From an optimization exercise on the open Yosys and OpenROAD flow, aimed at small area and a short achievable clock period; shortcuts taken in it are not production practice. In this exercise RTL edits were held to simulation tests only and were not proved equivalent to the original.

==> inputs of 10-14 <==
Design question_6, start of the top module:
module question_6(
    input clk,
    input rst,
    input signed [15:0] x,
    output reg signed [15:0] y
);
export LEC_CHECK = 0
export CAP_MARGIN = 20
export CORE_MARGIN = 2
export CORE_UTILIZATION = 40
export SETUP_SLACK_MARGIN = 2.75
export SLEW_MARGIN = 20
export TNS_END_PERCENT = 100
create_clock -name core_clock -period 5.0 [get_ports {clk}]
standard.sh (not shown) runs the stock make flow with config.mk's settings and CLKGATE_MAP_FILE= SYNTH_SCRIPT=/design/flow/synth_recipe.tcl, a recipe that flattens the netlist after the stock synthesis.
==> flow/flow/run.sh <==
#!/bin/bash
set -euo pipefail
W=$(pwd)
R=$W/orfs/results/$FLOW_PLATFORM/question_6/base
LIB=$FLOW_HOME/platforms/$FLOW_PLATFORM/lib/sky130_fd_sc_hd__tt_025C_1v80.lib

bash standard.sh synth > $W/log_1_standard_synth.txt 2>&1
cp $R/1_2_yosys.v $W/standard_synth.v

WORK=$W LIB_FILE=$LIB yosys -c flow/synth_map.tcl > $W/log_2_own_synth_yosys.txt 2>&1

# the registers must be those of the standard synthesis: same names, same cells
regs() { grep -oE 'sky130_fd_sc_hd__df[a-z0-9_]+ +[^ ]+' "$1" | sed -E 's/_[0-9]+ / /' | sort; }
regs $W/standard_synth.v > $W/regs_standard.txt
regs $W/own_synth.v > $W/regs_own.txt
if ! cmp -s $W/regs_standard.txt $W/regs_own.txt; then
  echo "registers differ from the standard synthesis" >&2
  diff $W/regs_standard.txt $W/regs_own.txt >&2 || true
  exit 1
fi

cp $W/own_synth.v $R/1_2_yosys.v
rm -f $R/1_synth.odb $R/1_synth.sdc

export BUFFER_PORTS_ARGS="-buffer_cell sky130_fd_sc_hd__buf_2"
export CTS_ARGS="-sink_clustering_enable -repair_clock_nets -buf_list sky130_fd_sc_hd__clkbuf_2 -root_buf sky130_fd_sc_hd__clkbuf_4 -sink_clustering_buffer sky130_fd_sc_hd__clkbuf_2 -sink_clustering_size 16 -dont_use_dummy_load"
bash standard.sh finish > $W/log_3_standard_layout.txt 2>&1
Other scripts of this flow, unchanged in this note and not shown: flow/flow/q6_cells.v, flow/flow/synth_map.tcl
==> 02-02: changes against 10-14 <==
--- a/flow/config.mk
+++ b/flow/config.mk
@@ -9,5 +9,5 @@
 export CORE_MARGIN = 2
 export CORE_UTILIZATION = 40
-export SETUP_SLACK_MARGIN = 2.75
+export SETUP_SLACK_MARGIN = 2.9
 export SLEW_MARGIN = 20
 export TNS_END_PERCENT = 100
==> 10-19: changes against 10-14 <==
--- a/flow/config.mk
+++ b/flow/config.mk
@@ -9,5 +9,5 @@
 export CORE_MARGIN = 2
 export CORE_UTILIZATION = 40
-export SETUP_SLACK_MARGIN = 2.75
+export SETUP_SLACK_MARGIN = 2.7
 export SLEW_MARGIN = 20
 export TNS_END_PERCENT = 100
==> results.txt <==
10-14 completed without violations. 10-19 finished with timing, DRC and antenna clean. 02-02 finished with timing, DRC and antenna clean.
Area after synthesis is the same in 10-14 and 10-19.
In die area, 10-19 and 02-02 do not differ.
Of 10-14 and 02-02, 02-02 has the higher fmax (gap about 5%, measured against 02-02).
In count of clock-buffer cells in the layout, 02-02 and 10-19 do not differ.
Worst setup slack: 10-19 < 10-14 < 02-02.
Sequential share of layout area: 10-19 > 10-14 > 02-02.
Synthesized cell count is the same in 10-14 and 10-19.

========
==> inputs of 02-05 <==
==> flow/design.v <==
module question_6(
    input clk,
    input rst,
    input signed [15:0] x,
    output reg signed [15:0] y
);
    reg signed [15:0] x1, x2;       
    reg signed [15:0] y1, y2, y3;  
    always @(posedge clk or posedge rst) begin
        if (rst) begin
            x1 <= 16'sd0;
            x2 <= 16'sd0;
            y1 <= 16'sd0;
            y2 <= 16'sd0;
            y3 <= 16'sd0;
            y  <= 16'sd0;
        end else begin
            y <= x - x1 + x2 + y3 + (y1 >>> 1) + (y2 >>> 2);
            x2 <= x1;
            x1 <= x;
            y3 <= y2;
            y2 <= y1;
            y1 <= y;
        end
    end
endmodule
==> flow/run.sh <==
#!/bin/bash
# synth_recipe.tcl (not shown) runs the flow's synth.tcl, then flattens the netlist and writes it again
# the make line also repeats each setting of config.mk as NAME=value (left out here)
make -C /OpenROAD-flow-scripts/flow DESIGN_CONFIG=/design/flow/config.mk WORK_HOME=/design/flow/orfs CLKGATE_MAP_FILE= SYNTH_SCRIPT=/design/flow/synth_recipe.tcl finish
==> flow/config.mk <==
export PLATFORM = sky130hd
export DESIGN_NAME = question_6
export DESIGN_NICKNAME = question_6
export VERILOG_FILES = /design/flow/design.v
export SDC_FILE = /design/flow/constraint.sdc
export NUM_CORES = 4
export LEC_CHECK = 0
export CAP_MARGIN = 20
export CORE_MARGIN = 2
export CORE_UTILIZATION = 40
export SLEW_MARGIN = 20
==> flow/constraint.sdc <==
create_clock -name core_clock -period 5.0 [get_ports {clk}]
set_input_delay 1.0000 -clock core_clock [delete_from_list [all_inputs] [get_ports {clk}]]
set_output_delay 1.0000 -clock core_clock [all_outputs]
set_load 0.01 [all_outputs]
==> 01-20 (differences from 02-05) <==
==> flow/design.v (replaced) <==
module pg3_pre (
    input  [15:0] a,
    input  [15:0] b,
    output [15:0] p,
    output [15:0] g,
    output [15:0] o
);
    assign p = a ^ b;
    assign g = a & b;
    assign o = a | b;
endmodule
module pg3_post #(parameter INV = 0) (
    input  [15:0] p,
    input  [15:0] g,
    input  [15:0] o,
    input  [15:0] ci,
    output [15:0] s,
    output [15:0] c
);
    wire [15:0] cc = INV ? ~ci : ci;
    assign s = p ^ cc;
    assign c = (cc & o) | (~cc & g);
endmodule
module add16 (
    input  [15:0] a,
    input  [15:0] b,
    output [15:0] s
);
    assign s = a + b;
endmodule
module question_6(
    input clk,
    input rst,
    input signed [15:0] x,
    output reg signed [15:0] y
);
    reg signed [15:0] s1, s2, s3;
    wire [15:0] y_sh1 = {y[15], y[15:1]};
    wire [15:0] y_sh2 = {y[15], y[15], y[15:2]};
    wire [15:0] p1, g1, o1, p2, g2, o2;
    wire [15:0] ss1, cc1, ss2, cc2;
    wire [15:0] y_n, s1_n, s2_n;
    pg3_pre pre1 (.a(s2), .b(y_sh1), .p(p1), .g(g1), .o(o1));
    pg3_pre pre2 (.a(s3), .b(y_sh2), .p(p2), .g(g2), .o(o2));
    pg3_post #(.INV(1)) post1 (.p(p1), .g(g1), .o(o1), .ci(x), .s(ss1), .c(cc1));
    pg3_post #(.INV(0)) post2 (.p(p2), .g(g2), .o(o2), .ci(x), .s(ss2), .c(cc2));
    add16 add_y  (.a(x),   .b(s1),                .s(y_n));
    add16 add_s1 (.a(ss1), .b({cc1[14:0], 1'b1}), .s(s1_n));
    add16 add_s2 (.a(ss2), .b({cc2[14:0], 1'b0}), .s(s2_n));
    always @(posedge clk or posedge rst) begin
        if (rst) begin
            s1 <= 16'sd0;
            s2 <= 16'sd0;
            s3 <= 16'sd0;
            y  <= 16'sd0;
        end else begin
            y  <= y_n;
            s1 <= s1_n;
            s2 <= s2_n;
            s3 <= y;
        end
    end
endmodule
==> flow/flow/run.sh (new file) <==
#!/bin/bash
# Own flow: the standard synthesis, then the combinational logic re-mapped by
# ABC with a delay target (flow/remap.tcl), then the standard layout steps.
# Each tool's output goes to a log file of its own in this folder.
set -euo pipefail
W=$(pwd)
R=$W/orfs/results/$FLOW_PLATFORM/question_6/base
D=$(cat flow/abc_delay_ps)

bash standard.sh synth > $W/log_1_standard_synth.txt 2>&1
cp $R/1_2_yosys.v $W/standard_synth.v

sed "s/{D}/$D/g" flow/abc_remap.script > $W/abc_remap.script
printf "set_driving_cell sky130_fd_sc_hd__buf_1\nset_load 5\n" > $W/abc_remap.constr
REMAP_IN=$W/standard_synth.v REMAP_OUT=$W/remap.v REMAP_SCRIPT=$W/abc_remap.script \
REMAP_CONSTR=$W/abc_remap.constr \
LIB_FILE=$FLOW_HOME/platforms/$FLOW_PLATFORM/lib/sky130_fd_sc_hd__tt_025C_1v80.lib \
  yosys -c flow/remap.tcl > $W/log_2_remap_yosys.txt 2>&1
# keep only the top module (the cell definitions were read from the library)
awk -v top="$FLOW_TOP" '$1=="module" && index($2, top "(")==1 {f=1} f{print} /^endmodule/{f=0}' $W/remap.v.all > $W/remap.v
cp $W/remap.v $R/1_2_yosys.v
rm -f $R/1_synth.odb $R/1_synth.sdc

export BUFFER_PORTS_ARGS="-buffer_cell sky130_fd_sc_hd__buf_2"
bash standard.sh finish > $W/log_3_standard_layout.txt 2>&1
==> flow/flow/abc_delay_ps (new file) <==
1000
==> flow/flow/abc_remap.script (new file) <==
strash
dch
map -D {D}
topo
stime -c
buffer -c
upsize -c -D {D}
dnsize -c -D {D}
stime -c
==> flow/flow/remap.tcl (new file) <==
# Re-map the combinational logic of the standard synthesis netlist with ABC,
# using a delay target, so that ABC recovers area off the critical paths
# instead of upsizing every gate. Flip-flops are kept as they are (same
# instances, names and cell types).
# env: REMAP_IN REMAP_OUT REMAP_SCRIPT LIB_FILE
yosys -import
set lib $::env(LIB_FILE)
read_liberty -lib $lib
read_verilog $::env(REMAP_IN)
read_liberty -overwrite -ignore_miss_func $lib
hierarchy -top $::env(FLOW_TOP)
set seq {}
foreach c [regexp -all -inline {sky130_fd_sc_hd__df[a-z0-9_]+} [read [open $::env(REMAP_IN)]]] {
  if {[lsearch $seq $c] < 0} { lappend seq $c }
}
setattr -mod -set keep_hierarchy 1 {*}$seq
flatten
select $::env(FLOW_TOP)
opt_clean
# cells the platform marks don't-use (probe and low-power-flow cells)
set dont_use {}
foreach {m c} [regexp -all -inline {cell\s*\(\s*"?(sky130_fd_sc_hd__(?:lpflow_|probe)[A-Za-z0-9_]*)} [read [open $lib]]] {
  lappend dont_use -dont_use $c
}
abc -liberty $lib {*}$dont_use -script $::env(REMAP_SCRIPT) -constr $::env(REMAP_CONSTR)
opt_clean -purge
hilomap -singleton -hicell sky130_fd_sc_hd__conb_1 HI -locell sky130_fd_sc_hd__conb_1 LO
insbuf -buf sky130_fd_sc_hd__buf_4 A X
opt_clean -purge
tee -o $::env(REMAP_OUT).stat stat -liberty $lib
write_verilog -noattr -nohex -nodec -selected $::env(REMAP_OUT).all
==> flow/standard.sh (new file) <==
#!/bin/bash
# synth_recipe.tcl (not shown) runs the flow's synth.tcl, then flattens the netlist and writes it again
# the make line also repeats each setting of config.mk as NAME=value (left out here)
make -C /OpenROAD-flow-scripts/flow DESIGN_CONFIG=/design/flow/config.mk WORK_HOME=/design/flow/orfs CLKGATE_MAP_FILE= SYNTH_SCRIPT=/design/flow/synth_recipe.tcl "${@:-finish}"
--- a/flow/config.mk
+++ b/flow/config.mk
@@ -10,2 +10,6 @@
 export CORE_UTILIZATION = 40
+export CTS_BUF_LIST = sky130_fd_sc_hd__clkbuf_8
+export CTS_CLUSTER_SIZE = 24
+export SETUP_SLACK_MARGIN = 3.0
 export SLEW_MARGIN = 20
+export TNS_END_PERCENT = 100
removed: flow/run.sh
==> 05-19 (differences from 02-05) <==
==> flow/design.v (replaced) <==
module pg3_pre (
    input  [15:0] a,
    input  [15:0] b,
    output [15:0] p,
    output [15:0] g,
    output [15:0] o
);
    assign p = a ^ b;
    assign g = a & b;
    assign o = a | b;
endmodule
module pg3_post #(parameter INV = 0) (
    input  [15:0] p,
    input  [15:0] g,
    input  [15:0] o,
    input  [15:0] ci,
    output [15:0] s,
    output [15:0] c
);
    wire [15:0] cc = INV ? ~ci : ci;
    assign s = p ^ cc;
    assign c = (cc & o) | (~cc & g);
endmodule
module add16 (
    input  [15:0] a,
    input  [15:0] b,
    output [15:0] s
);
    assign s = a + b;
endmodule
module question_6(
    input clk,
    input rst,
    input signed [15:0] x,
    output reg signed [15:0] y
);
    reg signed [15:0] s1, s2, s3;
    wire [15:0] y_sh1 = {y[15], y[15:1]};
    wire [15:0] y_sh2 = {y[15], y[15], y[15:2]};
    wire [15:0] p1, g1, o1, p2, g2, o2;
    wire [15:0] ss1, cc1, ss2, cc2;
    wire [15:0] y_n, s1_n, s2_n;
    pg3_pre pre1 (.a(s2), .b(y_sh1), .p(p1), .g(g1), .o(o1));
    pg3_pre pre2 (.a(s3), .b(y_sh2), .p(p2), .g(g2), .o(o2));
    pg3_post #(.INV(1)) post1 (.p(p1), .g(g1), .o(o1), .ci(x), .s(ss1), .c(cc1));
    pg3_post #(.INV(0)) post2 (.p(p2), .g(g2), .o(o2), .ci(x), .s(ss2), .c(cc2));
    add16 add_y  (.a(x),   .b(s1),                .s(y_n));
    add16 add_s1 (.a(ss1), .b({cc1[14:0], 1'b1}), .s(s1_n));
    add16 add_s2 (.a(ss2), .b({cc2[14:0], 1'b0}), .s(s2_n));
    always @(posedge clk or posedge rst) begin
        if (rst) begin
            s1 <= 16'sd0;
            s2 <= 16'sd0;
            s3 <= 16'sd0;
            y  <= 16'sd0;
        end else begin
            y  <= y_n;
            s1 <= s1_n;
            s2 <= s2_n;
            s3 <= y;
        end
    end
endmodule
==> flow/flow/run.sh (new file) <==
#!/bin/bash
# Own flow: the standard synthesis, then the combinational logic re-mapped by
# ABC with a delay target (flow/remap.tcl), then the standard layout steps.
# Each tool's output goes to a log file of its own in this folder.
set -euo pipefail
W=$(pwd)
R=$W/orfs/results/$FLOW_PLATFORM/question_6/base
D=$(cat flow/abc_delay_ps)

bash standard.sh synth > $W/log_1_standard_synth.txt 2>&1
cp $R/1_2_yosys.v $W/standard_synth.v

sed "s/{D}/$D/g" flow/abc_remap.script > $W/abc_remap.script
printf "set_driving_cell sky130_fd_sc_hd__buf_1\nset_load 5\n" > $W/abc_remap.constr
REMAP_IN=$W/standard_synth.v REMAP_OUT=$W/remap.v REMAP_SCRIPT=$W/abc_remap.script \
REMAP_CONSTR=$W/abc_remap.constr \
LIB_FILE=$FLOW_HOME/platforms/$FLOW_PLATFORM/lib/sky130_fd_sc_hd__tt_025C_1v80.lib \
  yosys -c flow/remap.tcl > $W/log_2_remap_yosys.txt 2>&1
# keep only the top module (the cell definitions were read from the library)
awk -v top="$FLOW_TOP" '$1=="module" && index($2, top "(")==1 {f=1} f{print} /^endmodule/{f=0}' $W/remap.v.all > $W/remap.v
cp $W/remap.v $R/1_2_yosys.v
rm -f $R/1_synth.odb $R/1_synth.sdc

bash standard.sh finish > $W/log_3_standard_layout.txt 2>&1
==> flow/flow/abc_delay_ps (new file) <==
1300
==> flow/flow/abc_remap.script (new file) <==
strash
dch
map -D {D}
topo
stime -c
buffer -c
upsize -c -D {D}
dnsize -c -D {D}
stime -c
==> flow/flow/remap.tcl (new file) <==
# Re-map the combinational logic of the standard synthesis netlist with ABC,
# using a delay target, so that ABC recovers area off the critical paths
# instead of upsizing every gate. Flip-flops are kept as they are (same
# instances, names and cell types).
# env: REMAP_IN REMAP_OUT REMAP_SCRIPT LIB_FILE
yosys -import
set lib $::env(LIB_FILE)
read_liberty -lib $lib
read_verilog $::env(REMAP_IN)
read_liberty -overwrite -ignore_miss_func $lib
hierarchy -top $::env(FLOW_TOP)
set seq {}
foreach c [regexp -all -inline {sky130_fd_sc_hd__df[a-z0-9_]+} [read [open $::env(REMAP_IN)]]] {
  if {[lsearch $seq $c] < 0} { lappend seq $c }
}
setattr -mod -set keep_hierarchy 1 {*}$seq
flatten
select $::env(FLOW_TOP)
opt_clean
# cells the platform marks don't-use (probe and low-power-flow cells)
set dont_use {}
foreach {m c} [regexp -all -inline {cell\s*\(\s*"?(sky130_fd_sc_hd__(?:lpflow_|probe)[A-Za-z0-9_]*)} [read [open $lib]]] {
  lappend dont_use -dont_use $c
}
abc -liberty $lib {*}$dont_use -script $::env(REMAP_SCRIPT) -constr $::env(REMAP_CONSTR)
opt_clean -purge
hilomap -singleton -hicell sky130_fd_sc_hd__conb_1 HI -locell sky130_fd_sc_hd__conb_1 LO
insbuf -buf sky130_fd_sc_hd__buf_4 A X
opt_clean -purge
tee -o $::env(REMAP_OUT).stat stat -liberty $lib
write_verilog -noattr -nohex -nodec -selected $::env(REMAP_OUT).all
==> flow/standard.sh (new file) <==
#!/bin/bash
# synth_recipe.tcl (not shown) runs the flow's synth.tcl, then flattens the netlist and writes it again
# the make line also repeats each setting of config.mk as NAME=value (left out here)
make -C /OpenROAD-flow-scripts/flow DESIGN_CONFIG=/design/flow/config.mk WORK_HOME=/design/flow/orfs CLKGATE_MAP_FILE= SYNTH_SCRIPT=/design/flow/synth_recipe.tcl "${@:-finish}"
--- a/flow/config.mk
+++ b/flow/config.mk
@@ -10,2 +10,6 @@
 export CORE_UTILIZATION = 40
+export CTS_BUF_LIST = sky130_fd_sc_hd__clkbuf_8
+export CTS_CLUSTER_SIZE = 24
+export SETUP_SLACK_MARGIN = 0.5
 export SLEW_MARGIN = 20
+export TNS_END_PERCENT = 100
removed: flow/run.sh
==> notes <==
- 05-19 went through all stages and came out clean. 02-05 finished with timing, DRC and antenna clean. 01-20 completed without violations.
- Sequential share of layout area: 02-05 > 05-19 > 01-20.
- Sequential cell count is the same in 01-20 and 05-19.
- Core utilization, lowest first: 05-19, 02-05, 01-20.
- Clock-buffer cell count, lowest first: 01-20, 05-19, 02-05.
- Between 05-19 and 01-20, the lower first-iteration DRC count is in 05-19 (gap 30%, measured against 01-20).
- Via count: 01-20 is higher than 02-05 (about 130%).
- Of 01-20 and 05-19, 01-20 has the higher wire length (gap about 40%, measured against 05-19).
==> figures <==
quantity                                            01-20      05-19      02-05
Routed via count divided by cell count              5.107      4.969      4.354
Post-cts sizing count                                 133          0          0
Share of cells above drive strength 1              36.18%     5.882%     4.348%
Nets in the synthesized netlist                       836        731        457
GRT Util Overall                                   21.46%     18.67%     13.37%
CTS Sinks                                              64         64         96
Run status               no timing/DRC/antenna violations  no timing/DRC/antenna violations  no timing/DRC/antenna violations
Setup Buffers After CTS                                71          0          0
Number of instances in the synthesized netlist        818        713        365
Post-synthesis area per instance                6.629 µm²  6.765 µm²  12.86 µm²
Placed inst area                                 5688 µm²   5233 µm²   5209 µm²
Die Wd                                           120.4 µm   113.8 µm   112.3 µm
Die outline area                                14500 µm²  12950 µm²  12620 µm²

## afterwards: timing with drivers on the ports
How much do the figures lean on ideal ports? The routed layouts below were timed once more, with nothing changed but the port constraints.
Step 1, drivers: a clkbuf_16 drives clk and a buf_2 each remaining input, both assumed.
Step 2 times the ports against the registers' clock, not the clock port: input delays grow and output delays shrink by t, the midpoint of the rising clock arrivals with the driver on.
Three values: ideal, step 1, step 2; two values: the first two.
run	shift t [ns]	slack for setup (ns)	clock arrival spread, ns	slew at the worst register clock pin (ns)	worst slew at a driven data input, ns
10-14	0.420	2.834 / 2.836 / 2.420	0.032 / 0.031	0.12 / 0.12	0.03
02-02	0.457	2.938 / 2.908 / 2.526	0.020 / 0.020	0.11 / 0.11	0.03
10-19	0.423	2.809 / 2.809 / 2.435	0.042 / 0.042	0.12 / 0.12	0.03
02-05	0.374	0.575 / 0.584 / 0.210	0.007 / 0.007	0.06 / 0.06	0.03
01-20	0.411	2.809 / 2.786 / 2.374	0.023 / 0.023	0.09 / 0.09	0.06
05-19	0.396	1.984 / 1.998 / 1.603	0.009 / 0.009	0.08 / 0.08	0.03
After both steps setup and hold are still met in every run listed. For 01-20, which loses most, drivers alone change the setup slack by -0.023 ns; drivers and shift together by -0.435 ns.
